From an optimization exercise on the open Yosys and OpenROAD flow, aimed at small area; shortcuts taken in it are not production practice. No run shown here included a check of the RTL's function; only the layout flow was run. No run shown here takes its clock network from TritonCTS; it comes from the design's own scripts or RTL. No driver is modelled on the clock port, so clock power and skew are understated where the tree is cut down; a real chip needs a root buffer or a tree. Power and IR drop assume default switching activity.

==> design.v <==
module ALU( input [15:0] A,B,
				input [3:0] aluC,
				input carryIn,
				output [15:0] nZ,
				output carryOut,
				output carryLoad );
	wire x, no2, a32, ma, y0, y1;
	u_xor2  d0( .A(aluC[1]), .B(aluC[0]), .Y(x) );
	u_inv   d1( .A(aluC[2]), .Y(no2) );
	u_and2  d2( .A(aluC[3]), .B(aluC[2]), .X(a32) );
	u_mux2i d3( .A0(no2), .A1(a32), .S(x), .Y(y1) );
	u_a22o  d4( .A1(x), .A2(aluC[3]), .B1(aluC[1]), .B2(no2), .X(y0) );
	u_o21ai d5( .A1(aluC[3]), .A2(aluC[0]), .B1(no2), .Y(ma) );
	wire ks  = (aluC[3:1] == 3'b010);
	wire nks = ~ks;
	wire kq  = (aluC[3:2] == 2'b00) | (aluC[3:1] == 3'b010) | (aluC == 4'b0110) | (aluC == 4'b1010) | (aluC == 4'b1111);
	wire ke  = (aluC[3:1] == 3'b011);
	wire kgt = (aluC == 4'b1101);
	wire keq = (aluC == 4'b1110);
	wire k1  = (aluC == 4'b1001);
	wire [8:0] cc;
	wire [15:0] p, e, nam;
	wire nZa0;
	assign cc[0] = (aluC == 4'b0101) & carryIn;
	wire p0_nch;
	aluBitT p0_lo( .a(A[0]), .b(B[0]), .ma(ma), .y0(y0), .y1(y1), .kq(kq), .ke(ke), .ks(ks),
	                .c(cc[0]), .nam(nam[0]), .p(p[0]), .e(e[0]), .nz(nZa0) );
	u_a21oi p0_c1( .A1(p[0]), .A2(cc[0]), .B1(e[0]), .Y(p0_nch) );
	aluBitN p0_hi( .a(A[1]), .b(B[1]), .ma(ma), .y0(y0), .y1(y1), .kq(kq), .ke(ke), .nks(nks),
	                .nc(p0_nch), .nam(nam[1]), .p(p[1]), .e(e[1]), .nz(nZ[1]) );
	wire p0_G, p0_P;
	u_a21o  p0_g( .A1(p[1]), .A2(e[0]), .B1(e[1]), .X(p0_G) );
	u_and2  p0_q( .A(p[1]), .B(p[0]), .X(p0_P) );
	u_a21oi p0_c2( .A1(p0_P), .A2(cc[0]), .B1(p0_G), .Y(cc[1]) );
	wire p1_ch;
	aluBitN p1_lo( .a(A[2]), .b(B[2]), .ma(ma), .y0(y0), .y1(y1), .kq(kq), .ke(ke), .nks(nks),
	                .nc(cc[1]), .nam(nam[2]), .p(p[2]), .e(e[2]), .nz(nZ[2]) );
	u_mux2i p1_c1( .A0(nam[2]), .A1(cc[1]), .S(p[2]), .Y(p1_ch) );
	aluBitT p1_hi( .a(A[3]), .b(B[3]), .ma(ma), .y0(y0), .y1(y1), .kq(kq), .ke(ke), .ks(ks),
	                .c(p1_ch), .nam(nam[3]), .p(p[3]), .e(e[3]), .nz(nZ[3]) );
	u_a21oi p1_c2( .A1(p[3]), .A2(p1_ch), .B1(e[3]), .Y(cc[2]) );
	wire p2_ch;
	aluBitN p2_lo( .a(A[4]), .b(B[4]), .ma(ma), .y0(y0), .y1(y1), .kq(kq), .ke(ke), .nks(nks),
	                .nc(cc[2]), .nam(nam[4]), .p(p[4]), .e(e[4]), .nz(nZ[4]) );
	u_mux2i p2_c1( .A0(nam[4]), .A1(cc[2]), .S(p[4]), .Y(p2_ch) );
	aluBitT p2_hi( .a(A[5]), .b(B[5]), .ma(ma), .y0(y0), .y1(y1), .kq(kq), .ke(ke), .ks(ks),
	                .c(p2_ch), .nam(nam[5]), .p(p[5]), .e(e[5]), .nz(nZ[5]) );
	wire p2_nG, p2_nP;
	u_a21oi p2_g( .A1(p[5]), .A2(e[4]), .B1(e[5]), .Y(p2_nG) );
	u_nand2 p2_q( .A(p[5]), .B(p[4]), .Y(p2_nP) );
	u_o21ai p2_c2( .A1(p2_nP), .A2(cc[2]), .B1(p2_nG), .Y(cc[3]) );
	wire p3_nch;
	aluBitT p3_lo( .a(A[6]), .b(B[6]), .ma(ma), .y0(y0), .y1(y1), .kq(kq), .ke(ke), .ks(ks),
	                .c(cc[3]), .nam(nam[6]), .p(p[6]), .e(e[6]), .nz(nZ[6]) );
	u_a21oi p3_c1( .A1(p[6]), .A2(cc[3]), .B1(e[6]), .Y(p3_nch) );
	aluBitN p3_hi( .a(A[7]), .b(B[7]), .ma(ma), .y0(y0), .y1(y1), .kq(kq), .ke(ke), .nks(nks),
	                .nc(p3_nch), .nam(nam[7]), .p(p[7]), .e(e[7]), .nz(nZ[7]) );
	wire p3_G, p3_P;
	u_a21o  p3_g( .A1(p[7]), .A2(e[6]), .B1(e[7]), .X(p3_G) );
	u_and2  p3_q( .A(p[7]), .B(p[6]), .X(p3_P) );
	u_a21oi p3_c2( .A1(p3_P), .A2(cc[3]), .B1(p3_G), .Y(cc[4]) );
	wire p4_ch;
	aluBitN p4_lo( .a(A[8]), .b(B[8]), .ma(ma), .y0(y0), .y1(y1), .kq(kq), .ke(ke), .nks(nks),
	                .nc(cc[4]), .nam(nam[8]), .p(p[8]), .e(e[8]), .nz(nZ[8]) );
	u_mux2i p4_c1( .A0(nam[8]), .A1(cc[4]), .S(p[8]), .Y(p4_ch) );
	aluBitT p4_hi( .a(A[9]), .b(B[9]), .ma(ma), .y0(y0), .y1(y1), .kq(kq), .ke(ke), .ks(ks),
	                .c(p4_ch), .nam(nam[9]), .p(p[9]), .e(e[9]), .nz(nZ[9]) );
	u_a21oi p4_c2( .A1(p[9]), .A2(p4_ch), .B1(e[9]), .Y(cc[5]) );
	wire p5_ch;
	aluBitN p5_lo( .a(A[10]), .b(B[10]), .ma(ma), .y0(y0), .y1(y1), .kq(kq), .ke(ke), .nks(nks),
	                .nc(cc[5]), .nam(nam[10]), .p(p[10]), .e(e[10]), .nz(nZ[10]) );
	u_mux2i p5_c1( .A0(nam[10]), .A1(cc[5]), .S(p[10]), .Y(p5_ch) );
	aluBitT p5_hi( .a(A[11]), .b(B[11]), .ma(ma), .y0(y0), .y1(y1), .kq(kq), .ke(ke), .ks(ks),
	                .c(p5_ch), .nam(nam[11]), .p(p[11]), .e(e[11]), .nz(nZ[11]) );
	wire p5_nG, p5_nP;
	u_a21oi p5_g( .A1(p[11]), .A2(e[10]), .B1(e[11]), .Y(p5_nG) );
	u_nand2 p5_q( .A(p[11]), .B(p[10]), .Y(p5_nP) );
	u_o21ai p5_c2( .A1(p5_nP), .A2(cc[5]), .B1(p5_nG), .Y(cc[6]) );
	wire p6_nch;
	aluBitT p6_lo( .a(A[12]), .b(B[12]), .ma(ma), .y0(y0), .y1(y1), .kq(kq), .ke(ke), .ks(ks),
	                .c(cc[6]), .nam(nam[12]), .p(p[12]), .e(e[12]), .nz(nZ[12]) );
	u_a21oi p6_c1( .A1(p[12]), .A2(cc[6]), .B1(e[12]), .Y(p6_nch) );
	aluBitN p6_hi( .a(A[13]), .b(B[13]), .ma(ma), .y0(y0), .y1(y1), .kq(kq), .ke(ke), .nks(nks),
	                .nc(p6_nch), .nam(nam[13]), .p(p[13]), .e(e[13]), .nz(nZ[13]) );
	wire p6_G, p6_P;
	u_a21o  p6_g( .A1(p[13]), .A2(e[12]), .B1(e[13]), .X(p6_G) );
	u_and2  p6_q( .A(p[13]), .B(p[12]), .X(p6_P) );
	u_a21oi p6_c2( .A1(p6_P), .A2(cc[6]), .B1(p6_G), .Y(cc[7]) );
	wire p7_ch;
	aluBitN p7_lo( .a(A[14]), .b(B[14]), .ma(ma), .y0(y0), .y1(y1), .kq(kq), .ke(ke), .nks(nks),
	                .nc(cc[7]), .nam(nam[14]), .p(p[14]), .e(e[14]), .nz(nZ[14]) );
	u_mux2i p7_c1( .A0(nam[14]), .A1(cc[7]), .S(p[14]), .Y(p7_ch) );
	aluBitT p7_hi( .a(A[15]), .b(B[15]), .ma(ma), .y0(y0), .y1(y1), .kq(kq), .ke(ke), .ks(ks),
	                .c(p7_ch), .nam(nam[15]), .p(p[15]), .e(e[15]), .nz(nZ[15]) );
	wire p7_nG, p7_nP;
	u_a21oi p7_g( .A1(p[15]), .A2(e[14]), .B1(e[15]), .Y(p7_nG) );
	u_nand2 p7_q( .A(p[15]), .B(p[14]), .Y(p7_nP) );
	u_o21ai p7_c2( .A1(p7_nP), .A2(cc[7]), .B1(p7_nG), .Y(cc[8]) );
	wire c16 = cc[8];
	wire allP = (&{p0_P, p[2], p[3], p3_P, p[8], p[9], p6_P}) & ~(|{p2_nP, p5_nP, p7_nP});
	wire ncmp = ~((c16 & kgt) | (allP & keq) | k1);
	assign nZ[0] = nZa0 & ncmp;
	assign carryLoad = (aluC[3:1] == 3'b010) | (aluC == 4'b1011) | (aluC == 4'b1100);
	assign carryOut = aluC[3] ? aluC[2] : (c16 & ~allP);
endmodule
module aluBitT( input a, b, ma, y0, y1, kq, ke, ks, c,
                output nam, p, e, nz );
	wire nbm, nq, ncg;
	u_nand2  g0( .A(a), .B(ma), .Y(nam) );
	u_mux2i  g1( .A0(y0), .A1(y1), .S(b), .Y(nbm) );
	u_xor2   g2( .A(nam), .B(nbm), .Y(p) );
	u_nor2   g3( .A(nam), .B(nbm), .Y(e) );
	u_a22oi  g4( .A1(p), .A2(kq), .B1(e), .B2(ke), .Y(nq) );
	u_nand2  g5( .A(c), .B(ks), .Y(ncg) );
	u_xnor2  g6( .A(nq), .B(ncg), .Y(nz) );
endmodule
module aluBitN( input a, b, ma, y0, y1, kq, ke, nks, nc,
                output nam, p, e, nz );
	wire nbm, nq, cg;
	u_nand2  g0( .A(a), .B(ma), .Y(nam) );
	u_mux2i  g1( .A0(y0), .A1(y1), .S(b), .Y(nbm) );
	u_xor2   g2( .A(nam), .B(nbm), .Y(p) );
	u_nor2   g3( .A(nam), .B(nbm), .Y(e) );
	u_a22oi  g4( .A1(p), .A2(kq), .B1(e), .B2(ke), .Y(nq) );
	u_nor2   g5( .A(nc), .B(nks), .Y(cg) );
	u_xor2   g6( .A(nq), .B(cg), .Y(nz) );
endmodule
module u_a22oi(input A1, A2, B1, B2, output Y); assign Y = ~((A1 & A2) | (B1 & B2)); endmodule
module u_a21o(input A1, A2, B1, output X); assign X = (A1 & A2) | B1; endmodule
module u_and2(input A, B, output X); assign X = A & B; endmodule
module u_a22o(input A1, A2, B1, B2, output X); assign X = (A1 & A2) | (B1 & B2); endmodule
module u_a21oi(input A1, A2, B1, output Y); assign Y = ~((A1 & A2) | B1); endmodule
module u_inv(input A, output Y); assign Y = ~A; endmodule
module u_o21ai(input A1, A2, B1, output Y); assign Y = ~((A1 | A2) & B1); endmodule
module u_nand2(input A, B, output Y); assign Y = ~(A & B); endmodule
module u_nor2(input A, B, output Y); assign Y = ~(A | B); endmodule
module u_nor2b(input A, B_N, output Y); assign Y = ~(A | ~B_N); endmodule
module u_xor2(input A, B, output Y); assign Y = A ^ B; endmodule
module u_xnor2(input A, B, output Y); assign Y = ~(A ^ B); endmodule
module u_mux2i(input A0, A1, S, output Y); assign Y = ~(S ? A1 : A0); endmodule
module u_a222oi(input A1, A2, B1, B2, C1, C2, output Y);
	assign Y = ~((A1 & A2) | (B1 & B2) | (C1 & C2));
endmodule
module shifter( input [15:0] nZ,
					 input [1:0] SH,
					 output [15:0] C );
	wire s0 = (SH == 2'b00);
	wire sL = (SH == 2'b10);
	genvar i;
	generate for (i = 1; i < 15; i = i + 1) begin : mid
		u_a222oi g( .A1(nZ[i]), .A2(s0), .B1(nZ[i+1]), .B2(SH[0]), .C1(nZ[i-1]), .C2(sL), .Y(C[i]) );
	end endgenerate
	u_a221oi g15( .A1(nZ[15]), .A2(s0), .B1(nZ[14]), .B2(sL), .C1(SH[0]), .Y(C[15]) );
	u_a221oi g0( .A1(nZ[0]), .A2(s0), .B1(nZ[1]), .B2(SH[0]), .C1(sL), .Y(C[0]) );
endmodule
module u_a221oi(input A1, A2, B1, B2, C1, output Y);
	assign Y = ~((A1 & A2) | (B1 & B2) | C1);
endmodule
module ALUUnit( input CK4,
                input [15:0] A,
                input [15:0] B,
                input [3:0] aluC,
                input [1:0] SH,
                output [15:0] C,
                output CY );
	wire [15:0] nZ;
	wire [15:0] shRes;
	wire carryOut;
	wire carryLoad;
	reg carryFlag;
	reg [15:0] OperandRegister1;
	reg [15:0] OperandRegister2;
	reg inst5;
	ALU inst1( .A(A), .B(B), .aluC(aluC), .carryIn(carryFlag),
	           .nZ(nZ), .carryOut(carryOut), .carryLoad(carryLoad) );
	shifter inst2( .nZ(nZ), .SH(SH), .C(shRes) );
	always @ (posedge CK4)
		if (carryLoad)
			carryFlag <= carryOut;
	always @ (posedge CK4)
		OperandRegister1 <= shRes;
	always @ (negedge CK4)
		OperandRegister2 <= OperandRegister1;
	always @ (negedge CK4)
		inst5 <= carryFlag;
	assign C = OperandRegister2;
	assign CY = inst5;
endmodule
==> flow/run.sh <==
#!/bin/bash
# Own flow: the standard layout (standard.sh) with a few ORFS hooks.
#  - every port keeps its buffer, made with the smallest buffer cell
#  - before floorplan, combinational cells go to their smallest drive
#    strength; the flow's timing repair upsizes only where timing needs it
#  - the clock network is built by hand (pre_cts.tcl): CK4 drives one clock
#    buffer for the rising-edge registers and the synthesis inverter for the
#    falling-edge ones
#  - power recovery after global routing downsizes cells with slack left
set -euo pipefail
here=$(pwd)
export BUFFER_PORTS_ARGS="-buffer_cell sky130_fd_sc_hd__buf_1"
export PRE_FLOORPLAN_TCL="$here/flow/downsize.tcl"
export PRE_CTS_TCL="$here/flow/pre_cts.tcl"
export FLOW_CLK_BUF=sky130_fd_sc_hd__clkbuf_8
export FLOW_CLK_INV=sky130_fd_sc_hd__clkinv_4
export RECOVER_POWER=100
bash standard.sh > "$here/standard_flow.log" 2>&1
==> flow/downsize.tcl <==
# Swap each combinational cell for the smallest cell of its family
# (same function and pins, e.g. a222oi_2 -> a222oi_1).
set db [ord::get_db]
set fam {}
foreach lib [$db getLibs] {
  foreach m [$lib getMasters] {
    set n [$m getName]
    if { [regexp {^(sky130_fd_sc_hd__[a-z0-9]+)_([0-9]+)$} $n -> base drive] } {
      set area [expr { [$m getWidth] * [$m getHeight] }]
      if { ![dict exists $fam $base] || $area < [lindex [dict get $fam $base] 1] || \
           ($area == [lindex [dict get $fam $base] 1] && $drive > [lindex [dict get $fam $base] 2]) } {
        dict set fam $base [list $m $area $drive]
      }
    }
  }
}
set swapped 0
foreach inst [[ord::get_db_block] getInsts] {
  set m [$inst getMaster]
  set n [$m getName]
  if { ![regexp {^(sky130_fd_sc_hd__[a-z0-9]+)_([0-9]+)$} $n -> base drive] } { continue }
  if { [regexp {^sky130_fd_sc_hd__(s?e?df|dl|sdl|clk|conb|tap|fill|decap|diode)} $n] } { continue }
  set best [lindex [dict get $fam $base] 0]
  if { [$best getName] ne $n } {
    $inst swapMaster $best
    incr swapped
  }
}
puts "downsize.tcl: swapped $swapped cells to their smallest drive strength"
==> flow/pre_cts.tcl <==
# Clock network built by hand instead of by CTS.  The design has 18
# rising-edge registers on CK4 and 17 falling-edge registers behind the
# clock inverter that synthesis made.  CK4 drives two cells only: one clock
# buffer for the rising-edge registers and that inverter, sized up, for the
# falling-edge ones.  Each register sees a single clock cell, so the
# registers of each edge get their clock at nearly the same time.
proc repair_clock_inverters { args } {
  puts "pre_cts.tcl: falling-edge registers keep their shared clock inverter"
}

proc my_place_near { inst iterms } {
  set n 0; set sx 0; set sy 0
  foreach it $iterms {
    set loc [[$it getInst] getLocation]
    set sx [expr { $sx + [lindex $loc 0] }]
    set sy [expr { $sy + [lindex $loc 1] }]
    incr n
  }
  $inst setLocation [expr { $sx / $n }] [expr { $sy / $n }]
  $inst setPlacementStatus PLACED
}

rename clock_tree_synthesis my_unused_clock_tree_synthesis
proc clock_tree_synthesis { args } {
  set db [ord::get_db]
  set block [ord::get_db_block]
  set ck [$block findNet CK4]
  set regs {}
  set invs {}
  foreach it [$ck getITerms] {
    set m [[$it getInst] getMaster]
    if { [$m isSequential] } {
      lappend regs $it
    } elseif { [string match "sky130_fd_sc_hd__*inv_*" [$m getName]] } {
      lappend invs $it
    } else {
      error "pre_cts.tcl: unexpected clock load [[$it getInst] getName] ([$m getName])"
    }
  }
  if { [llength $invs] != 1 } { error "pre_cts.tcl: expected one clock inverter, found [llength $invs]" }
  $ck setSigType CLOCK

  # rising edge: CK4 -> clkbuf -> registers
  set buf [odb::dbInst_create $block [$db findMaster $::env(FLOW_CLK_BUF)] clkbuf_0_CK4]
  set net [odb::dbNet_create $block clknet_0_CK4]
  $net setSigType CLOCK
  [$buf findITerm A] connect $ck
  [$buf findITerm X] connect $net
  foreach it $regs {
    $it disconnect
    $it connect $net
  }
  my_place_near $buf $regs

  # falling edge: the synthesis inverter, sized for its registers
  set inv [[lindex $invs 0] getInst]
  $inv swapMaster [$db findMaster $::env(FLOW_CLK_INV)]
  set onet [[$inv findITerm Y] getNet]
  $onet setSigType CLOCK
  set oregs {}
  foreach it [$onet getITerms] {
    if { [[$it getInst] getName] ne [$inv getName] } { lappend oregs $it }
  }
  my_place_near $inv $oregs
  puts "pre_cts.tcl: [llength $regs] rising-edge registers on [$buf getName],\
    [llength $oregs] falling-edge registers on [$inv getName]"
  set_propagated_clock [all_clocks]
}
==> standard.sh <==
#!/bin/bash
# synth_recipe.tcl (not shown) runs the flow's synth.tcl, then flattens the netlist and writes it again
# the make line also repeats each setting of config.mk as NAME=value (left out here)
make -C /OpenROAD-flow-scripts/flow DESIGN_CONFIG=/design/flow/config.mk WORK_HOME=/design/flow/orfs CLKGATE_MAP_FILE= SYNTH_SCRIPT=/design/flow/synth_recipe.tcl "${@:-finish}"
==> config.mk <==
export PLATFORM = sky130hd
export DESIGN_NAME = ALUUnit
export DESIGN_NICKNAME = ALUUnit
export VERILOG_FILES = /design/flow/design.v
export SDC_FILE = /design/flow/constraint.sdc
export NUM_CORES = 4
export LEC_CHECK = 0
export CAP_MARGIN = 20
export CORE_MARGIN = 2
export CORE_UTILIZATION = 40
export GPL_TIMING_DRIVEN = 0
export SLEW_MARGIN = 20
export SYNTH_HIERARCHICAL = 1
export SYNTH_MINIMUM_KEEP_SIZE = 0
==> constraint.sdc <==
create_clock -name core_clock -period 5.5 [get_ports {CK4}]
set_input_delay 1.1000 -clock core_clock [delete_from_list [all_inputs] [get_ports {CK4}]]
set_output_delay 1.1000 -clock core_clock [all_outputs]
set_load 0.01 [all_outputs]
==> results of run 1 <==
path summary, 6_finish.rpt:
path | startpoint | endpoint | depth (start not counted)
min | carryFlag$_DFFE_PP_ | OperandRegister1[1]$_DFF_P_ | 5
min reg2reg | carryFlag$_DFFE_PP_ | OperandRegister1[1]$_DFF_P_ | 5
max | aluC[0] | OperandRegister1[1]$_DFF_P_ | 20
max reg2reg | carryFlag$_DFFE_PP_ | inst5$_DFF_N_ | 0
placed cells by master (no fill, tap or decap), drive strengths merged, types with 6 or more instances in the layout:
cell type / count
a21oi: 12
a222oi: 14
a22oi: 17
buf: 57
dfxtp: 33
mux2i: 24
nand2: 31
nor2: 27
o21ai: 6
xnor2: 8
xor2: 25
power breakdown:
group          leakage (nW)  internal, mW  switching, mW  total, mW
sequential            0.287         0.292        0.00896      0.301
combinational         0.649        0.0950          0.144      0.240
clock                0.0113        0.0216         0.0527     0.0743
total                 0.948         0.408          0.206      0.614
stage by stage:
step / setup TNS, ps / hold slack (ps) / cells
6_report: 0 / 1250 / 350
5_1_grt: 0 / 1340 / 350
3_3_place_gp: -1990 / 1210 / 345
2_1_floorplan: 0 / 1010 / 223
3_5_place_dp: -430 / 1220 / 346
4_1_cts: 0 / 1240 / 347
routing by layer:
layer,track usage (%),routed length (um)
met5,0,0
met1,23.2,2160
met2,22.9,1800
met3,0.412,226
met4,1.01,39
flip-flops by register name (all words and copies together), names as in the netlist:
name / cells
inst5: 1
OperandRegister1: 16
carryFlag: 1
OperandRegister2: 16
critical path, stage by stage:
cell and delay [ps]:
clkbuf_2 150, xor2_2 230, a22o_4 350, mux2i_1 210
xor2_1 240, and2_1 200, a21oi_1 120, mux2i_1 200
a21oi_1 130, o21ai_1 240, a21oi_1 120, mux2i_1 220
a21oi_1 140, o21ai_1 240, a21oi_1 150, o21ai_1 210
nor2b_1 70, o31ai_1 230, a21oi_1 100, a222oi_1 360
repair_timing:
action                     CTS  global route
gates resized for setup      1             5
buffers inserted             0             3
setup endpoints to repair    2             7
pin swaps                    0             0
final cells by class:
type                       instances  area [um2]  share of cell area [%]
buffer                             2        17.5                   0.752
inverter                           4        20.0                   0.859
multi-input combinational        184        1280                    54.9
sequential                        34         691                    29.6
tap                               67        83.8                    3.60
timing repair buffer              59         239                    10.3
==> impl_metrics.json, run 1 <==
{
  "status": "timing/DRC/antenna clean",
  "fp.dieW_um": 73.9,
  "num_rows": 25,
  "clk_latency_ps": 150,
  "avgRoutedWirePerCell_um": 12.1,
  "pre_cts_ws_ps": -208,
  "r2r_slack_ps": 2130,
  "grt_use_total_pct": 14.6,
  "ir_drop_v": 0.000116,
  "total_power_uw": 614,
  "nets": 324,
  "postRouteAntennaNets": 0,
  "crit_path_end_kind": "flip-flop",
  "drtIter0Drc": 124,
  "vias": 1775,
  "final_util_pct": 49.3,
  "cap_violations": 0,
  "drc": 0,
  "crit_type": "primary input to flip-flop",
  "maxSlewHeadroom_pct": 22.0,
  "crit_required_ps": 5540,
  "path_max_fanout": 16,
  "tightestPinTransition_ps": 1170,
  "setup_viol": 0,
  "p_leak_nw": 0.948,
  "syn_inst": 223,
  "num_io_pins": 56,
  "diodes": 0,
  "grt_pass1_wl_mm": 6.64,
  "synth_nets": 262,
  "core-area_um2": 4720,
  "hp-class": "flip-flop to flip-flop",
  "dpl.hpwl_mm": 3.28,
  "timing.final.crit_period_ps": 4950,
  "dieArea_um2": 5460,
  "critPathLaunchType": "primary input",
  "timing.final.ws_setup_ps": 554,
  "dr.pass1.iters": 4,
  "drt-total-wl_mm": 4.22,
  "max_freq_ghz": 0.202,
  "port_buffers": 55,
  "worst_clock_skew_ps": 75.3,
  "fillers": 491,
  "gp_congestion": 0.831,
  "finalHoldViolCount": 0,
  "initial_core_util_pct": 41.4,
  "antenna_found_initial": 0,
  "cts_hold_buf": 0,
  "final_area_um2": 2330,
  "placement.cell_area_um2": 2260,
  "drive_gt1_share_pct": 5.30,
  "drv_slew": 0,
  "grt_max_degree": 19,
  "period_share_pct": 89.9,
  "clkTransAtPathRegs_ps": 90,
  "drt-vias-per-instance": 5.07,
  "power.density_nw_per_um2": 264,
  "yosys_warnings": 7,
  "rsz0062_at_grt": "false",
  "arrival_ps": 4990,
  "grt_pass1_vias": 1415,
  "die_y_um": 73.9,
  "grt_overflow_total": 0
}
==> inputs of run 2 (changes only) <==
--- a/design.v
+++ b/design.v
@@ -67,13 +67,13 @@
 	                .c(p4_ch), .nam(nam[9]), .p(p[9]), .e(e[9]), .nz(nZ[9]) );
-	u_a21oi p4_c2( .A1(p[9]), .A2(p4_ch), .B1(e[9]), .Y(cc[5]) );
-	wire p5_ch;
-	aluBitN p5_lo( .a(A[10]), .b(B[10]), .ma(ma), .y0(y0), .y1(y1), .kq(kq), .ke(ke), .nks(nks),
-	                .nc(cc[5]), .nam(nam[10]), .p(p[10]), .e(e[10]), .nz(nZ[10]) );
-	u_mux2i p5_c1( .A0(nam[10]), .A1(cc[5]), .S(p[10]), .Y(p5_ch) );
-	aluBitT p5_hi( .a(A[11]), .b(B[11]), .ma(ma), .y0(y0), .y1(y1), .kq(kq), .ke(ke), .ks(ks),
-	                .c(p5_ch), .nam(nam[11]), .p(p[11]), .e(e[11]), .nz(nZ[11]) );
-	wire p5_nG, p5_nP;
-	u_a21oi p5_g( .A1(p[11]), .A2(e[10]), .B1(e[11]), .Y(p5_nG) );
-	u_nand2 p5_q( .A(p[11]), .B(p[10]), .Y(p5_nP) );
-	u_o21ai p5_c2( .A1(p5_nP), .A2(cc[5]), .B1(p5_nG), .Y(cc[6]) );
+	wire p4_nG, p4_nP;
+	u_a21oi p4_g( .A1(p[9]), .A2(e[8]), .B1(e[9]), .Y(p4_nG) );
+	u_nand2 p4_q( .A(p[9]), .B(p[8]), .Y(p4_nP) );
+	u_o21ai p4_c2( .A1(p4_nP), .A2(cc[4]), .B1(p4_nG), .Y(cc[5]) );
+	wire p5_nch;
+	aluBitT p5_lo( .a(A[10]), .b(B[10]), .ma(ma), .y0(y0), .y1(y1), .kq(kq), .ke(ke), .ks(ks),
+	                .c(cc[5]), .nam(nam[10]), .p(p[10]), .e(e[10]), .nz(nZ[10]) );
+	u_a21oi p5_c1( .A1(p[10]), .A2(cc[5]), .B1(e[10]), .Y(p5_nch) );
+	aluBitN p5_hi( .a(A[11]), .b(B[11]), .ma(ma), .y0(y0), .y1(y1), .kq(kq), .ke(ke), .nks(nks),
+	                .nc(p5_nch), .nam(nam[11]), .p(p[11]), .e(e[11]), .nz(nZ[11]) );
+	u_mux2i p5_c2( .A0(nam[11]), .A1(p5_nch), .S(p[11]), .Y(cc[6]) );
 	wire p6_nch;
@@ -99,3 +99,3 @@
 	wire c16 = cc[8];
-	wire allP = (&{p0_P, p[2], p[3], p3_P, p[8], p[9], p6_P}) & ~(|{p2_nP, p5_nP, p7_nP});
+	wire allP = (&{p0_P, p[2], p[3], p3_P, p[10], p[11], p6_P}) & ~(|{p2_nP, p4_nP, p7_nP});
 	wire ncmp = ~((c16 & kgt) | (allP & keq) | k1);
--- a/config.mk
+++ b/config.mk
@@ -7,3 +7,3 @@
 export LEC_CHECK = 0
-export CAP_MARGIN = 20
+export CAP_MARGIN = 0
 export CORE_MARGIN = 2
@@ -11,3 +11,4 @@
 export GPL_TIMING_DRIVEN = 0
-export SLEW_MARGIN = 20
+export SETUP_SLACK_MARGIN = -0.2
+export SLEW_MARGIN = 0
 export SYNTH_HIERARCHICAL = 1
==> run 2 against run 1 <==
Sequential power about the same. Core utilization down 0.37 points. Sequential share of layout area increased by 0.22 points. Final area decreased by 0.75%. Flip-flop and latch count unchanged. Critical endpoint unchanged. Largest power group unchanged.
==> impl_metrics.json, run 2 <==
{
  "grt_use_total_pct": 15.4,
  "timing.final.crit_period_ps": 5150,
  "ir_drop_v": 0.000100,
  "reg_top3": "OperandRegister1: 16 flops, OperandRegister2: 16 flops",
  "crit_type": "primary input to flip-flop",
  "placement.cell_area_um2": 2250,
  "antenna_found_initial": 0,
  "worstReg2RegStart": "carryFlag$_DFFE_PP_",
  "drtIter0Drc": 129,
  "drive_gt1_share_pct": 4.24,
  "final_area_um2": 2310,
  "cp-startpoint": "aluC[0]",
  "drt-vias-per-instance": 5.06,
  "dp.cells": 345,
  "crit_path_end_kind": "flip-flop",
  "fin_hold_ws_ps": 1210,
  "clkTransAtPathRegs_ps": 90,
  "setup_viol": 0,
  "gp_congestion": 0.861,
  "crit_required_ps": 5540,
  "grt_pass1_vias": 1534,
  "diodes": 0,
  "path_max_fanout": 16,
  "crit_end": "OperandRegister1[1]$_DFF_P_",
  "core-area_um2": 4720,
  "postRouteAntennaNets": 0,
  "drv_slew": 0,
  "num_rows": 25,
  "reg2reg_to": "inst5$_DFF_N_",
  "drc": 0,
  "initial_core_util_pct": 41.4,
  "grt_max_degree": 19,
  "synth_nets": 262,
  "syn_inst": 223,
  "die_y_um": 73.9,
  "finalHoldViolCount": 0,
  "final_cell_mix": "buf_1 (55), dfxtp_1 (33), nand2_1 (31)",
  "dieArea_um2": 5460,
  "num_io_pins": 56,
  "p_leak_nw": 0.938,
  "clk_latency_ps": 150,
  "port_buffers": 55,
  "avgRoutedWirePerCell_um": 12.2,
  "grt_pass1_wl_mm": 6.91,
  "status": "timing/DRC/antenna clean",
  "maxSlewHeadroom_pct": 24.0,
  "grt_overflow_total": 0,
  "period_share_pct": 93.7,
  "dr.pass1.iters": 5,
  "dpl.hpwl_mm": 3.27,
  "power.density_nw_per_um2": 265,
  "hp-class": "flip-flop to flip-flop",
  "total_power_uw": 614,
  "r2r_slack_ps": 2110,
  "pre_cts_ws_ps": -474,
  "max_freq_ghz": 0.194,
  "arrival_ps": 5200,
  "layoutNonFillerInstCount": 350,
  "drt-total-wl_mm": 4.27,
  "r2r_cells": 0,
  "yosys_warnings": 7,
  "nets": 324,
  "cts_hold_buf": 0,
  "timing.final.ws_setup_ps": 345,
  "worst_clock_skew_ps": 79.8,
  "fp.dieW_um": 73.9,
  "vias": 1772,
  "tightestPinTransition_ps": 1140,
  "final_common_cell": "buf_1",
  "critPathLaunchType": "primary input",
  "cap_violations": 0
}
==> run 2: cell count changes in the layout (fill, tap and decap cells not counted) <==
cell      previous run  this run
a22o_4               1         0
buf_1               53        55
clkbuf_2             2         0
a22o_2               0         1
xor2_2               1         0
xor2_1              24        25
==> run 2: worst min path at each step <==
stage / endpoint / slack (ps) / startpoint / depth (start not counted)
detailed placement: OperandRegister1[0]$_DFF_P_ / 1190 / carryFlag$_DFFE_PP_ / 5
global placement: OperandRegister1[0]$_DFF_P_ / 1170 / carryFlag$_DFFE_PP_ / 5
CTS: OperandRegister1[0]$_DFF_P_ / 1210 / carryFlag$_DFFE_PP_ / 5
global route: OperandRegister1[0]$_DFF_P_ / 1320 / carryFlag$_DFFE_PP_ / 5
finish: OperandRegister1[0]$_DFF_P_ / 1210 / carryFlag$_DFFE_PP_ / 5
floorplan: OperandRegister1[1]$_DFF_P_ / 1010 / carryFlag$_DFFE_PP_ / 5
==> run 2: critical path, cell delays in order <==
cell and delay (ps):
buf_1 260, xor2_1 370, a22o_2 420, mux2i_1 160
xor2_1 250, and2_1 190, a21oi_1 110, mux2i_1 200
a21oi_1 130, o21ai_1 240, a21oi_1 130, o21ai_1 190
a21oi_1 100, mux2i_1 240, a21oi_1 160, o21ai_1 200
nor2b_1 70, o31ai_1 220, a21oi_1 90, a222oi_1 360
==> run 2: final cells by class <==
class,count,area (um2)
plain buffers,2,17.5
fillers,505,2410
inverters,4,20.0
multi-input cells,184,1260
flip-flops and latches,34,691
well taps,67,83.8
repair buffers,59,236
==> run 2: timing repair <==
action / CTS / global route
gates resized for setup: 1 / 3
endpoints found under the hold margin: 0 / 0
endpoints found under the setup margin: 2 / 5
buffers inserted: 0 / 3
gates cloned: 0 / 0
==> run 2: power by group <==
| group | total [mW] | internal [mW] | switching [mW] |
|---|---|---|---|
| Clock | 0.0745 | 0.0216 | 0.0529 |
| Sequential | 0.301 | 0.292 | 0.00917 |
| Combinational | 0.238 | 0.0939 | 0.145 |
==> run 2: routing by layer <==
layer	share of wire (%)	up-vias	global-route usage, %
met4	0.75	0	1.01
met2	45	58	25.2
met5	0	-	0
met3	5.2	2	0.549
met1	49	768	23.5
li1	-	944	-
==> run 2: per-stage QoR <==
step | utilization [%] | setup TNS, ps
6_report | 49.0 | 0
4_1_cts | 48.0 | -11.3
2_1_floorplan | - | 0
3_5_place_dp | 47.5 | -2020
5_1_grt | 49.0 | -185
3_3_place_gp | 47.5 | -1630
==> inputs of run 3 (changes only) <==
--- a/config.mk
+++ b/config.mk
@@ -11,3 +11,3 @@
 export GPL_TIMING_DRIVEN = 0
-export SETUP_SLACK_MARGIN = -0.2
+export SETUP_SLACK_MARGIN = -0.5
 export SLEW_MARGIN = 0
==> run 3 against run 2 <==
Still clean. Clock skew hardly changed. Worst hold slack worse by 8.0 ps. Flip-flop and latch count stayed put. Core utilization is 0.58 points lower. Routed wire length is 1.7% lower. First-iteration DRC count is 12% higher. Maximum frequency is 3.1% lower.
==> impl_metrics.json, run 3 <==
{
  "status": "timing/DRC/antenna clean",
  "reg_top3": "OperandRegister1: 16 flops, OperandRegister2: 16 flops",
  "crit_type": "primary input to flip-flop",
  "num_io_pins": 56,
  "antenna_found_initial": 0,
  "die_y_um": 73.9,
  "grt_max_degree": 19,
  "crit_required_ps": 5540,
  "drive_gt1_share_pct": 2.50,
  "critPathLaunchType": "primary input",
  "cp_cell_sequence": "buf_1, xor2_1, a22o_1, mux2i_1, xor2_1, and2_1, a21oi_1, mux2i_1, a21oi_1, o21ai_1, a21oi_1, o21ai_1, a21oi_1, mux2i_1, a21oi_1, o21ai_1, nor2b_1, o31ai_1, a21oi_1, a222oi_1",
  "drv_slew": 0,
  "power.density_nw_per_um2": 267,
  "dieArea_um2": 5460,
  "port_buffers": 55,
  "drt-total-wl_mm": 4.20,
  "p_leak_nw": 0.922,
  "avgRoutedWirePerCell_um": 12.1,
  "p_comb_share_pct": 38.4,
  "vias": 1759,
  "power_frac_clock_pct": 12.2,
  "fillers": 503,
  "crit_top_cell": "a21oi_1",
  "drc": 0,
  "worstReg2RegStart": "carryFlag$_DFFE_PP_",
  "period_share_pct": 96.8,
  "grt_pass1_vias": 1531,
  "placement.cell_area_um2": 2250,
  "dr.pass1.iters": 6,
  "hp-class": "flip-flop to flip-flop",
  "total_power_uw": 609,
  "grt_use_total_pct": 15.3,
  "max_freq_ghz": 0.188,
  "nets": 321,
  "path_max_fanout": 16,
  "clk_latency_ps": 150,
  "yosys_warnings": 7,
  "ir_drop_v": 0.000101,
  "p_sw_share_pct": 33.7,
  "final_common_cell": "buf_1",
  "fin_setup_tns_ps": 0,
  "fp.dieW_um": 73.9,
  "dpl.hpwl_mm": 3.27,
  "setup_viol": 0,
  "maxSlewHeadroom_pct": 22.3,
  "grt_pass1_wl_mm": 6.87,
  "whs_path_depth": 5,
  "seqCellArea_um2": 691,
  "postRouteAntennaNets": 0,
  "arrival_ps": 5360,
  "cts_hold_buf": 0,
  "slowest_delay_ps": 570,
  "crit_path_end_kind": "flip-flop",
  "syn_inst": 223,
  "cap_violations": 0,
  "drtIter0Drc": 144,
  "num_rows": 25,
  "gp_congestion": 0.861,
  "synth_nets": 262,
  "r2r_cells": 0,
  "p_seq_share_pct": 49.4,
  "grt_overflow_total": 0,
  "worst_clock_skew_ps": 79.9,
  "final_cell_mix": "buf_1 (55), dfxtp_1 (33), nand2_1 (31)",
  "cp-startpoint": "aluC[0]",
  "multiInputGateArea_um2": 1260,
  "initial_core_util_pct": 41.4,
  "p_sw_uw": 205,
  "tightestPinTransition_ps": 1160,
  "final_area_um2": 2280,
  "p_int_uw": 404,
  "hp-start": "carryFlag$_DFFE_PP_",
  "final_util_pct": 48.4,
  "finalHoldViolCount": 0,
  "drt-vias-per-instance": 5.07,
  "core-area_um2": 4720,
  "clkTransAtPathRegs_ps": 90,
  "slowest_stage": "a22o_1",
  "diodes": 0,
  "timing.final.crit_period_ps": 5320
}
-- run 3: changes by cell type in the layout (fill, tap and decap cells not counted) --
cell     before  now
buf_4         4    1
a22o_1        0    1
o21ai_2       1    0
a22o_2        1    0
o21ai_1       5    6
-- run 3: power by group through the flow --
stage	clock network, mW	logic [mW]	registers, mW
final	0.0746	0.234	0.301
after global routing	0.0870	0.263	0.305
after CTS	0.0784	0.230	0.302
after detailed placement	0.0207	0.229	0.307
after global placement	0.0207	0.228	0.306
after floorplan	0.0207	0.156	0.318
-- run 3: final timing paths --
| check | slack [ps] | endpoint |
|---|---|---|
| setup / recovery | 180 | OperandRegister1[1]$_DFF_P_ |
| hold / removal | 1210 | OperandRegister1[0]$_DFF_P_ |
| setup reg to reg | 2120 | inst5$_DFF_N_ |
| hold reg to reg | 1210 | OperandRegister1[0]$_DFF_P_ |
-- run 3: per-stage QoR --
stage | setup WS (ps) | hold WS (ps) | std cells
6_report | 179 | 1210 | 347
5_1_grt | -347 | 1320 | 347
4_1_cts | -330 | 1210 | 346
3_5_place_dp | -474 | 1190 | 345
3_3_place_gp | -421 | 1170 | 345
2_1_floorplan | 732 | 1010 | 223
-- run 3: area by class of cell --
class / instances / share of cell area (%)
timing repair buffer: 56 / 9.36
sequential: 34 / 30.2
buffer: 2 / 0.767
tap: 67 / 3.67
multi-input combinational: 184 / 55.1
inverter: 4 / 0.876
-- run 3: worst max-delay path, delay by kind of cell --
kind	cells	cell delay, ps
AOI/OAI and AO/OA	12	2490
xor gates and xnor gates	2	630
buffers and inverters	1	240
muxes	3	640
and+or+nand+nor	2	270
-- run 3: metal layers --
metal | routed length [um] | vias to the layer above | global-route usage [%]
met3 | 232 | 2 | 0.549
met4 | 32 | 0 | 1.01
met5 | 0 | - | 0
met1 | 2090 | 760 | 23.2
li1 | - | 934 | -
met2 | 1850 | 63 | 25.2
-- run 3: what timing repair did --
| action | in CTS | in global routing |
|---|---|---|
| resized for setup | 0 | 1 |
| buffers inserted | 0 | 0 |
| setup endpoints to repair | 0 | 1 |
| hold endpoints to repair | 0 | 0 |
==> inputs of run 4 (changes only) <==
--- a/design.v
+++ b/design.v
@@ -30,13 +30,13 @@
 	                .nc(p0_nch), .nam(nam[1]), .p(p[1]), .e(e[1]), .nz(nZ[1]) );
-	wire p0_G, p0_P;
-	u_a21o  p0_g( .A1(p[1]), .A2(e[0]), .B1(e[1]), .X(p0_G) );
-	u_and2  p0_q( .A(p[1]), .B(p[0]), .X(p0_P) );
-	u_a21oi p0_c2( .A1(p0_P), .A2(cc[0]), .B1(p0_G), .Y(cc[1]) );
-	wire p1_ch;
-	aluBitN p1_lo( .a(A[2]), .b(B[2]), .ma(ma), .y0(y0), .y1(y1), .kq(kq), .ke(ke), .nks(nks),
-	                .nc(cc[1]), .nam(nam[2]), .p(p[2]), .e(e[2]), .nz(nZ[2]) );
-	u_mux2i p1_c1( .A0(nam[2]), .A1(cc[1]), .S(p[2]), .Y(p1_ch) );
-	aluBitT p1_hi( .a(A[3]), .b(B[3]), .ma(ma), .y0(y0), .y1(y1), .kq(kq), .ke(ke), .ks(ks),
-	                .c(p1_ch), .nam(nam[3]), .p(p[3]), .e(e[3]), .nz(nZ[3]) );
-	u_a21oi p1_c2( .A1(p[3]), .A2(p1_ch), .B1(e[3]), .Y(cc[2]) );
+	u_mux2i p0_c2( .A0(nam[1]), .A1(p0_nch), .S(p[1]), .Y(cc[1]) );
+	wire p1_nch;
+	aluBitT p1_lo( .a(A[2]), .b(B[2]), .ma(ma), .y0(y0), .y1(y1), .kq(kq), .ke(ke), .ks(ks),
+	                .c(cc[1]), .nam(nam[2]), .p(p[2]), .e(e[2]), .nz(nZ[2]) );
+	u_a21oi p1_c1( .A1(p[2]), .A2(cc[1]), .B1(e[2]), .Y(p1_nch) );
+	aluBitN p1_hi( .a(A[3]), .b(B[3]), .ma(ma), .y0(y0), .y1(y1), .kq(kq), .ke(ke), .nks(nks),
+	                .nc(p1_nch), .nam(nam[3]), .p(p[3]), .e(e[3]), .nz(nZ[3]) );
+	wire p1_G, p1_P;
+	u_a21o  p1_g( .A1(p[3]), .A2(e[2]), .B1(e[3]), .X(p1_G) );
+	u_and2  p1_q( .A(p[3]), .B(p[2]), .X(p1_P) );
+	u_a21oi p1_c2( .A1(p1_P), .A2(cc[1]), .B1(p1_G), .Y(cc[2]) );
 	wire p2_ch;
@@ -47,26 +47,20 @@
 	                .c(p2_ch), .nam(nam[5]), .p(p[5]), .e(e[5]), .nz(nZ[5]) );
-	wire p2_nG, p2_nP;
-	u_a21oi p2_g( .A1(p[5]), .A2(e[4]), .B1(e[5]), .Y(p2_nG) );
-	u_nand2 p2_q( .A(p[5]), .B(p[4]), .Y(p2_nP) );
-	u_o21ai p2_c2( .A1(p2_nP), .A2(cc[2]), .B1(p2_nG), .Y(cc[3]) );
-	wire p3_nch;
-	aluBitT p3_lo( .a(A[6]), .b(B[6]), .ma(ma), .y0(y0), .y1(y1), .kq(kq), .ke(ke), .ks(ks),
-	                .c(cc[3]), .nam(nam[6]), .p(p[6]), .e(e[6]), .nz(nZ[6]) );
-	u_a21oi p3_c1( .A1(p[6]), .A2(cc[3]), .B1(e[6]), .Y(p3_nch) );
-	aluBitN p3_hi( .a(A[7]), .b(B[7]), .ma(ma), .y0(y0), .y1(y1), .kq(kq), .ke(ke), .nks(nks),
-	                .nc(p3_nch), .nam(nam[7]), .p(p[7]), .e(e[7]), .nz(nZ[7]) );
-	wire p3_G, p3_P;
-	u_a21o  p3_g( .A1(p[7]), .A2(e[6]), .B1(e[7]), .X(p3_G) );
-	u_and2  p3_q( .A(p[7]), .B(p[6]), .X(p3_P) );
-	u_a21oi p3_c2( .A1(p3_P), .A2(cc[3]), .B1(p3_G), .Y(cc[4]) );
-	wire p4_ch;
-	aluBitN p4_lo( .a(A[8]), .b(B[8]), .ma(ma), .y0(y0), .y1(y1), .kq(kq), .ke(ke), .nks(nks),
-	                .nc(cc[4]), .nam(nam[8]), .p(p[8]), .e(e[8]), .nz(nZ[8]) );
-	u_mux2i p4_c1( .A0(nam[8]), .A1(cc[4]), .S(p[8]), .Y(p4_ch) );
-	aluBitT p4_hi( .a(A[9]), .b(B[9]), .ma(ma), .y0(y0), .y1(y1), .kq(kq), .ke(ke), .ks(ks),
-	                .c(p4_ch), .nam(nam[9]), .p(p[9]), .e(e[9]), .nz(nZ[9]) );
-	wire p4_nG, p4_nP;
-	u_a21oi p4_g( .A1(p[9]), .A2(e[8]), .B1(e[9]), .Y(p4_nG) );
-	u_nand2 p4_q( .A(p[9]), .B(p[8]), .Y(p4_nP) );
-	u_o21ai p4_c2( .A1(p4_nP), .A2(cc[4]), .B1(p4_nG), .Y(cc[5]) );
+	u_a21oi p2_c2( .A1(p[5]), .A2(p2_ch), .B1(e[5]), .Y(cc[3]) );
+	wire p3_ch;
+	aluBitN p3_lo( .a(A[6]), .b(B[6]), .ma(ma), .y0(y0), .y1(y1), .kq(kq), .ke(ke), .nks(nks),
+	                .nc(cc[3]), .nam(nam[6]), .p(p[6]), .e(e[6]), .nz(nZ[6]) );
+	u_mux2i p3_c1( .A0(nam[6]), .A1(cc[3]), .S(p[6]), .Y(p3_ch) );
+	aluBitT p3_hi( .a(A[7]), .b(B[7]), .ma(ma), .y0(y0), .y1(y1), .kq(kq), .ke(ke), .ks(ks),
+	                .c(p3_ch), .nam(nam[7]), .p(p[7]), .e(e[7]), .nz(nZ[7]) );
+	wire p3_nG, p3_nP;
+	u_a21oi p3_g( .A1(p[7]), .A2(e[6]), .B1(e[7]), .Y(p3_nG) );
+	u_nand2 p3_q( .A(p[7]), .B(p[6]), .Y(p3_nP) );
+	u_o21ai p3_c2( .A1(p3_nP), .A2(cc[3]), .B1(p3_nG), .Y(cc[4]) );
+	wire p4_nch;
+	aluBitT p4_lo( .a(A[8]), .b(B[8]), .ma(ma), .y0(y0), .y1(y1), .kq(kq), .ke(ke), .ks(ks),
+	                .c(cc[4]), .nam(nam[8]), .p(p[8]), .e(e[8]), .nz(nZ[8]) );
+	u_a21oi p4_c1( .A1(p[8]), .A2(cc[4]), .B1(e[8]), .Y(p4_nch) );
+	aluBitN p4_hi( .a(A[9]), .b(B[9]), .ma(ma), .y0(y0), .y1(y1), .kq(kq), .ke(ke), .nks(nks),
+	                .nc(p4_nch), .nam(nam[9]), .p(p[9]), .e(e[9]), .nz(nZ[9]) );
+	u_mux2i p4_c2( .A0(nam[9]), .A1(p4_nch), .S(p[9]), .Y(cc[5]) );
 	wire p5_nch;
@@ -77,13 +71,13 @@
 	                .nc(p5_nch), .nam(nam[11]), .p(p[11]), .e(e[11]), .nz(nZ[11]) );
-	u_mux2i p5_c2( .A0(nam[11]), .A1(p5_nch), .S(p[11]), .Y(cc[6]) );
-	wire p6_nch;
-	aluBitT p6_lo( .a(A[12]), .b(B[12]), .ma(ma), .y0(y0), .y1(y1), .kq(kq), .ke(ke), .ks(ks),
-	                .c(cc[6]), .nam(nam[12]), .p(p[12]), .e(e[12]), .nz(nZ[12]) );
-	u_a21oi p6_c1( .A1(p[12]), .A2(cc[6]), .B1(e[12]), .Y(p6_nch) );
-	aluBitN p6_hi( .a(A[13]), .b(B[13]), .ma(ma), .y0(y0), .y1(y1), .kq(kq), .ke(ke), .nks(nks),
-	                .nc(p6_nch), .nam(nam[13]), .p(p[13]), .e(e[13]), .nz(nZ[13]) );
-	wire p6_G, p6_P;
-	u_a21o  p6_g( .A1(p[13]), .A2(e[12]), .B1(e[13]), .X(p6_G) );
-	u_and2  p6_q( .A(p[13]), .B(p[12]), .X(p6_P) );
-	u_a21oi p6_c2( .A1(p6_P), .A2(cc[6]), .B1(p6_G), .Y(cc[7]) );
+	wire p5_G, p5_P;
+	u_a21o  p5_g( .A1(p[11]), .A2(e[10]), .B1(e[11]), .X(p5_G) );
+	u_and2  p5_q( .A(p[11]), .B(p[10]), .X(p5_P) );
+	u_a21oi p5_c2( .A1(p5_P), .A2(cc[5]), .B1(p5_G), .Y(cc[6]) );
+	wire p6_ch;
+	aluBitN p6_lo( .a(A[12]), .b(B[12]), .ma(ma), .y0(y0), .y1(y1), .kq(kq), .ke(ke), .nks(nks),
+	                .nc(cc[6]), .nam(nam[12]), .p(p[12]), .e(e[12]), .nz(nZ[12]) );
+	u_mux2i p6_c1( .A0(nam[12]), .A1(cc[6]), .S(p[12]), .Y(p6_ch) );
+	aluBitT p6_hi( .a(A[13]), .b(B[13]), .ma(ma), .y0(y0), .y1(y1), .kq(kq), .ke(ke), .ks(ks),
+	                .c(p6_ch), .nam(nam[13]), .p(p[13]), .e(e[13]), .nz(nZ[13]) );
+	u_a21oi p6_c2( .A1(p[13]), .A2(p6_ch), .B1(e[13]), .Y(cc[7]) );
 	wire p7_ch;
@@ -99,3 +93,3 @@
 	wire c16 = cc[8];
-	wire allP = (&{p0_P, p[2], p[3], p3_P, p[10], p[11], p6_P}) & ~(|{p2_nP, p4_nP, p7_nP});
+	wire allP = (&{p[0], p[1], p1_P, p[4], p[5], p[8], p[9], p5_P, p[12], p[13]}) & ~(|{p3_nP, p7_nP});
 	wire ncmp = ~((c16 & kgt) | (allP & keq) | k1);
--- a/config.mk
+++ b/config.mk
@@ -7,3 +7,3 @@
 export LEC_CHECK = 0
-export CAP_MARGIN = 0
+export CAP_MARGIN = 20
 export CORE_MARGIN = 2
@@ -11,4 +11,3 @@
 export GPL_TIMING_DRIVEN = 0
-export SETUP_SLACK_MARGIN = -0.5
-export SLEW_MARGIN = 0
+export SLEW_MARGIN = 20
 export SYNTH_HIERARCHICAL = 1
==> run 4 against run 3 <==
Die area shrank 0.49%. Sequential share of layout area decreased by 0.28 points. Combinational power grew 2%. Global-route usage down 0.59 points. Final area grew 0.93%. Final cell count fell by 4.0%. Via count unchanged. Worst hold slack got worse by 41 ps. Synthesized cell count shrank 1.3%. Critical path type unchanged. Highest routed layer unchanged.
==> impl_metrics.json, run 4 <==
{
  "hp-class": "flip-flop to flip-flop",
  "num_rows": 25,
  "postRouteAntennaNets": 0,
  "syn_inst": 220,
  "dr.pass1.iters": 5,
  "path_max_fanout": 16,
  "critPathBufInv": 1,
  "maxSlewHeadroom_pct": 36.0,
  "dieArea_um2": 5440,
  "max_freq_ghz": 0.194,
  "crit_path_end_kind": "flip-flop",
  "slowest_stage": "a22o_4",
  "dp.cells": 330,
  "grt_use_total_pct": 14.7,
  "final_common_cell": "buf_1",
  "crit_top_cell": "a21oi_1",
  "fillers": 487,
  "drt-vias-per-instance": 5.28,
  "fp.dieW_um": 73.7,
  "vias": 1759,
  "crit_required_ps": 5550,
  "cts_hold_buf": 0,
  "drive_gt1_share_pct": 4.66,
  "layoutNonFillerInstCount": 333,
  "tightestPinTransition_ps": 958,
  "avgRoutedWirePerCell_um": 12.7,
  "grt_pass1_wl_mm": 6.67,
  "dpl.hpwl_mm": 3.31,
  "p_leak_nw": 0.935,
  "reg_top3": "OperandRegister1: 16 flops, OperandRegister2: 16 flops",
  "arrival_ps": 5200,
  "worst_clock_skew_ps": 77.2,
  "gp_congestion": 0.822,
  "final_util_pct": 49.1,
  "timing.final.crit_period_ps": 5160,
  "power.density_nw_per_um2": 265,
  "crit_family": "compound AO/OA/AOI/OAI gates",
  "slowest_delay_ps": 360,
  "yosys_warnings": 7,
  "port_buffers": 55,
  "antenna_found_initial": 0,
  "diodes": 0,
  "core-area_um2": 4690,
  "period_share_pct": 93.7,
  "drtIter0Drc": 100,
  "drt-total-wl_mm": 4.21,
  "synth_nets": 259,
  "grt_overflow_total": 0,
  "cap_violations": 0,
  "drv_slew": 0,
  "status": "timing/DRC/antenna clean",
  "num_io_pins": 56,
  "clk_latency_ps": 150,
  "ir_drop_v": 0.0000954,
  "grt_max_degree": 19,
  "drc": 0,
  "finalHoldViolCount": 0,
  "die_y_um": 73.7,
  "setup_viol": 0,
  "crit_type": "primary input to flip-flop",
  "final_cell_mix": "buf_1 (53), dfxtp_1 (33), nand2_1 (30)",
  "initial_core_util_pct": 41.5,
  "grt_pass1_vias": 1464,
  "critPathLaunchType": "primary input",
  "clkTransAtPathRegs_ps": 90,
  "cp_cell_sequence": "clkbuf_1, xor2_2, a22o_4, mux2i_1, xor2_1, a21oi_1, mux2i_1, a21oi_1, mux2i_1, a21oi_1, o21ai_1, a21oi_1, mux2i_1, a21oi_1, mux2i_1, a21oi_1, o21ai_1, nor2b_1, o31ai_1, a21oi_1, a221oi_1",
  "nets": 320
}
## run 4: routing by layer
layer  track usage, %  vias up  part of all wire [%]
met4             1.21        0                  0.71
met3            0.823        3                   5.1
met2             23.6       57                    44
met5                0        -                     0
li1                 -      932                     -
met1             22.5      767                    50
## run 4: path summary, 6_finish.rpt
path / from / endpoint / slack [ps] / cells past startpoint
setup / recovery: aluC[1] / OperandRegister1[0]$_DFF_P_ / 340 / 21
setup reg to reg: carryFlag$_DFFE_PP_ / OperandRegister1[0]$_DFF_P_ / 2100 / 17
hold reg to reg: carryFlag$_DFFE_PP_ / OperandRegister1[1]$_DFF_P_ / 1170 / 6
hold / removal: carryFlag$_DFFE_PP_ / OperandRegister1[1]$_DFF_P_ / 1170 / 6
## run 4: area by class of cell
class                           count  area (um2)  area share, %
Timing Repair Buffer               58         234           10.1
Buffer                              2        17.5          0.760
Sequential cell                    34         691           30.0
Inverter                            4        20.0          0.868
Tap cell                           54        67.6           2.93
Multi-Input combinational cell    181        1280           55.3
## run 4: worst reg2reg max path: stages, from the launching register on
cell and delay, ps:
edfxtp_1 370, and3_1 190, a21oi_1 90, mux2i_1 260
a21oi_1 140, mux2i_1 210, a21oi_1 130, o21ai_1 180
a21oi_1 100, mux2i_1 250, a21oi_1 140, mux2i_1 200
a21oi_1 130, o21ai_1 210, nor2b_1 70, o31ai_1 220
a21oi_1 90, a221oi_1 330
## run 4: repair_timing
| action | 4_1_cts | 5_1_grt |
|---|---|---|
| hold endpoints to repair | 0 | 0 |
| setup endpoints to repair | 2 | 5 |
| buffers inserted | 0 | 1 |
| gates resized for setup | 1 | 5 |
## run 4: metrics by stage
stage	setup WS [ps]	power (mW)	hold slack (ps)	setup TNS, ps	instance area, um2
final	345	0.611	1170	0	2310
after global routing	-0.187	0.652	1250	-0.187	2310
after CTS	44.5	0.610	1150	0	2260
after detailed placement	-276	0.558	1130	-677	2230
after global placement	-521	0.553	1160	-2120	2220
after floorplan	596	0.493	1000	0	1950
## run 4: where the power goes
group          internal [mW]  total, mW  switching [mW]  leakage [nW]
clock network         0.0216     0.0718          0.0502        0.0113
logic                 0.0939      0.239           0.145         0.636
registers              0.292      0.300         0.00874         0.287
total                  0.407      0.611           0.204         0.935
